From an optimization exercise on the open Yosys and OpenROAD flow, aimed at small area, a short achievable clock period and few clock cycles; shortcuts taken in it are not production practice.
Function was checked by simulation only, so behaviour that the tests miss may differ from the original.

Setup of build 59:
## fft_top
module fft_top (
    input         clk,
    input         rst_n,
    input         start,
    input         data_valid,
    input  [15:0] data_in_real,
    input  [15:0] data_in_imag,
    input  [5:0]  addr_in,
    input         rd_en,
    input  [5:0]  addr_out,
    output        busy,
    output        done,
    output [15:0] data_out_real,
    output [15:0] data_out_imag
);
Size in the first run: roughly 12000 cells after synthesis.
export LEC_CHECK = 0
export ABC_CLOCK_PERIOD_IN_PS = 4000
export CAP_MARGIN = 20
export CORE_MARGIN = 2
export CORE_UTILIZATION = 40
export PLACE_DENSITY = 0.6
export SETUP_SLACK_MARGIN = 5
export SLEW_MARGIN = 20
export SYNTH_HIERARCHICAL = 1
export SYNTH_MINIMUM_KEEP_SIZE = 0
create_clock -name core_clock -period 11.0 [get_ports {clk}]
run.sh (not shown) runs the stock make flow with config.mk's settings and CLKGATE_MAP_FILE= SYNTH_SCRIPT=/design/flow/synth_recipe.tcl, a recipe that flattens the netlist after the stock synthesis.
Testbench counts of build 59, summed over its fixed seeds: cycles 7,336.
Input-level comparison between build 65 and build 59:
==> flow/flow/run.sh (new file) <==
#!/bin/bash
# Layout flow: the standard flow (standard.sh: the same synthesis and
# steps) run with a larger setup margin for the resizer's timing repair, so
# that repair keeps improving paths that already meet the clock period.
# The clock period and constraints are the standard flow's, unchanged.
# Each tool's output goes to a log file in this folder.
set -o pipefail
sed 's/SETUP_SLACK_MARGIN=[0-9.]*/SETUP_SLACK_MARGIN=6.8/' standard.sh > standard_margin.sh
cp standard_margin.sh standard_margin_sh.log
bash standard_margin.sh > standard.log 2>&1
==> flow/standard.sh (new file) <==
#!/bin/bash
# synth_recipe.tcl (not shown) runs the flow's synth.tcl, then flattens the netlist and writes it again
# the make line also repeats each setting of config.mk as NAME=value (left out here)
make -C /OpenROAD-flow-scripts/flow DESIGN_CONFIG=/design/flow/config.mk WORK_HOME=/design/flow/orfs CLKGATE_MAP_FILE= SYNTH_SCRIPT=/design/flow/synth_recipe.tcl "${@:-finish}"
removed: flow/run.sh
Findings:
Higher slew at the pin closest to its max-slew limit was reported by build 59, not build 65. On final period demand of the worst path, the higher figure sits with build 59, not build 65.


Another version of the RTL of fft_top (not shown whole).
For scale: roughly 13000 cells after synthesis, about 83 I/O pins, ~170000 um2 of cells after synthesis.
clock: 11.0 ns
lec_check: 0
abc_clock_period_in_ps: 4000
cap_margin: 20
core_margin: 2
core_utilization: 50
cts_cluster_diameter: 120
cts_cluster_size: 20
place_density: 0.65
setup_slack_margin: 5
slew_margin: 20
synth_hierarchical: 1
synth_minimum_keep_size: 0
standard.sh (not shown) runs the stock make flow with config.mk's settings and CLKGATE_MAP_FILE= SYNTH_SCRIPT=/design/flow/synth_recipe.tcl, a recipe that flattens the netlist after the stock synthesis.
==> flow/flow/run.sh <==
#!/bin/bash
# Layout flow: the standard flow (standard.sh: the same synthesis and
# steps) run with a larger setup margin for the resizer's timing repair, so
# that repair keeps improving paths that already meet the clock period.
# The clock period and constraints are the standard flow's, unchanged.
# Each tool's output goes to a log file in this folder.
set -o pipefail
sed 's/SETUP_SLACK_MARGIN=[0-9.]*/SETUP_SLACK_MARGIN=7.1/' standard.sh > standard_margin.sh
cp standard_margin.sh standard_margin_sh.log
bash standard_margin.sh > standard.log 2>&1
Testbench counts at the start, summed over its fixed seeds: cycles 7,304.
Rerun with:
Settings changed: CORE_UTILIZATION 50 to 55, PLACE_DENSITY 0.65 to 0.7.
The new run completed without violations.
Worst hold slack gains 26 ps.
Register-to-register slack improved by 50 ps.
Clock skew fell by 4.9 ps.
Clock-buffer cell count rises by 4.
Final area falls by about 0.6%.
Routed wire length decreases by 2.7%.
Synthesized cell count is unchanged.


fft_top again, from the RTL that the note above started with.
## fft_top
module fft_top (
    input         clk,
    input         rst_n,
    input         start,
    input         data_valid,
    input  [15:0] data_in_real,
    input  [15:0] data_in_imag,
    input  [5:0]  addr_in,
    input         rd_en,
    input  [5:0]  addr_out,
    output        busy,
    output        done,
    output [15:0] data_out_real,
    output [15:0] data_out_imag
);
clock: 11.0 ns
lec_check: 0
abc_clock_period_in_ps: 4000
cap_margin: 20
core_margin: 2
core_utilization: 55
cts_cluster_diameter: 110
cts_cluster_size: 24
place_density: 0.7
setup_slack_margin: 5
slew_margin: 20
synth_hierarchical: 1
synth_minimum_keep_size: 0
Scripts as last shown in full above: flow/flow/run.sh
The baseline completed with no timing, DRC or antenna violations.
Testbench counts at the start, summed over its fixed seeds: cycles 7,304.
Change:
CORE_UTILIZATION = 60   (was 55)
CTS_CLUSTER_DIAMETER = 120   (was 110)
CTS_CLUSTER_SIZE = 20   (was 24)
PLACE_DENSITY = 0.72   (was 0.7)
Maximum frequency fell by 1.3%. Hold slack hardly moves. Final area stays flat. Worst setup slack gets worse by 0.051 ns. Via count grows by about 1%. First-iteration DRC count grows by about 0.7%. Synthesized area does not change. Routed wire length climbs by about 3.6%. Non-clock buffer count drops by 3. Utilization goes up by 5.3 points.

==> what the ideal ports hide <==
Ports are ideal in the flow. The routed layouts listed here were re-timed in OpenROAD.
Step 1: set_driving_cell puts a clkbuf_16 on clk and a buf_2 on each other input, an assumption about the parent block.
Step 2 moves the port delays by t, midway between the first and last clock arrival at a register: inputs arrive t later, outputs are due t later. That takes back most of the time a late clock gives input paths.
Slacks: no drivers / after step 1 / after step 2; pairs: no drivers / after step 1.
run | shift t [ns] | setup WS [ns] | worst setup path at the end
build 59 | 1.060 | 5.687 / 5.687 / 5.687 | register to register
build 65 | 1.052 | 6.832 / 6.764 / 6.244 | input to register
the first run of note 2 | 1.022 | 7.049 / 7.012 / 7.049 | register to register
the second run of note 2 | 1.009 | 7.097 / 7.049 / 7.097 | register to register
the first run of note 3 | 0.992 | 7.072 / 7.051 / 7.072 | register to register
the second run of note 3 | 0.992 | 7.020 / 7.020 / 7.020 | register to register
After both steps setup and hold are still met in every run listed. The setup slack of build 65, which loses most, moves by -0.068 ns with the drivers and by -0.588 ns with both steps.
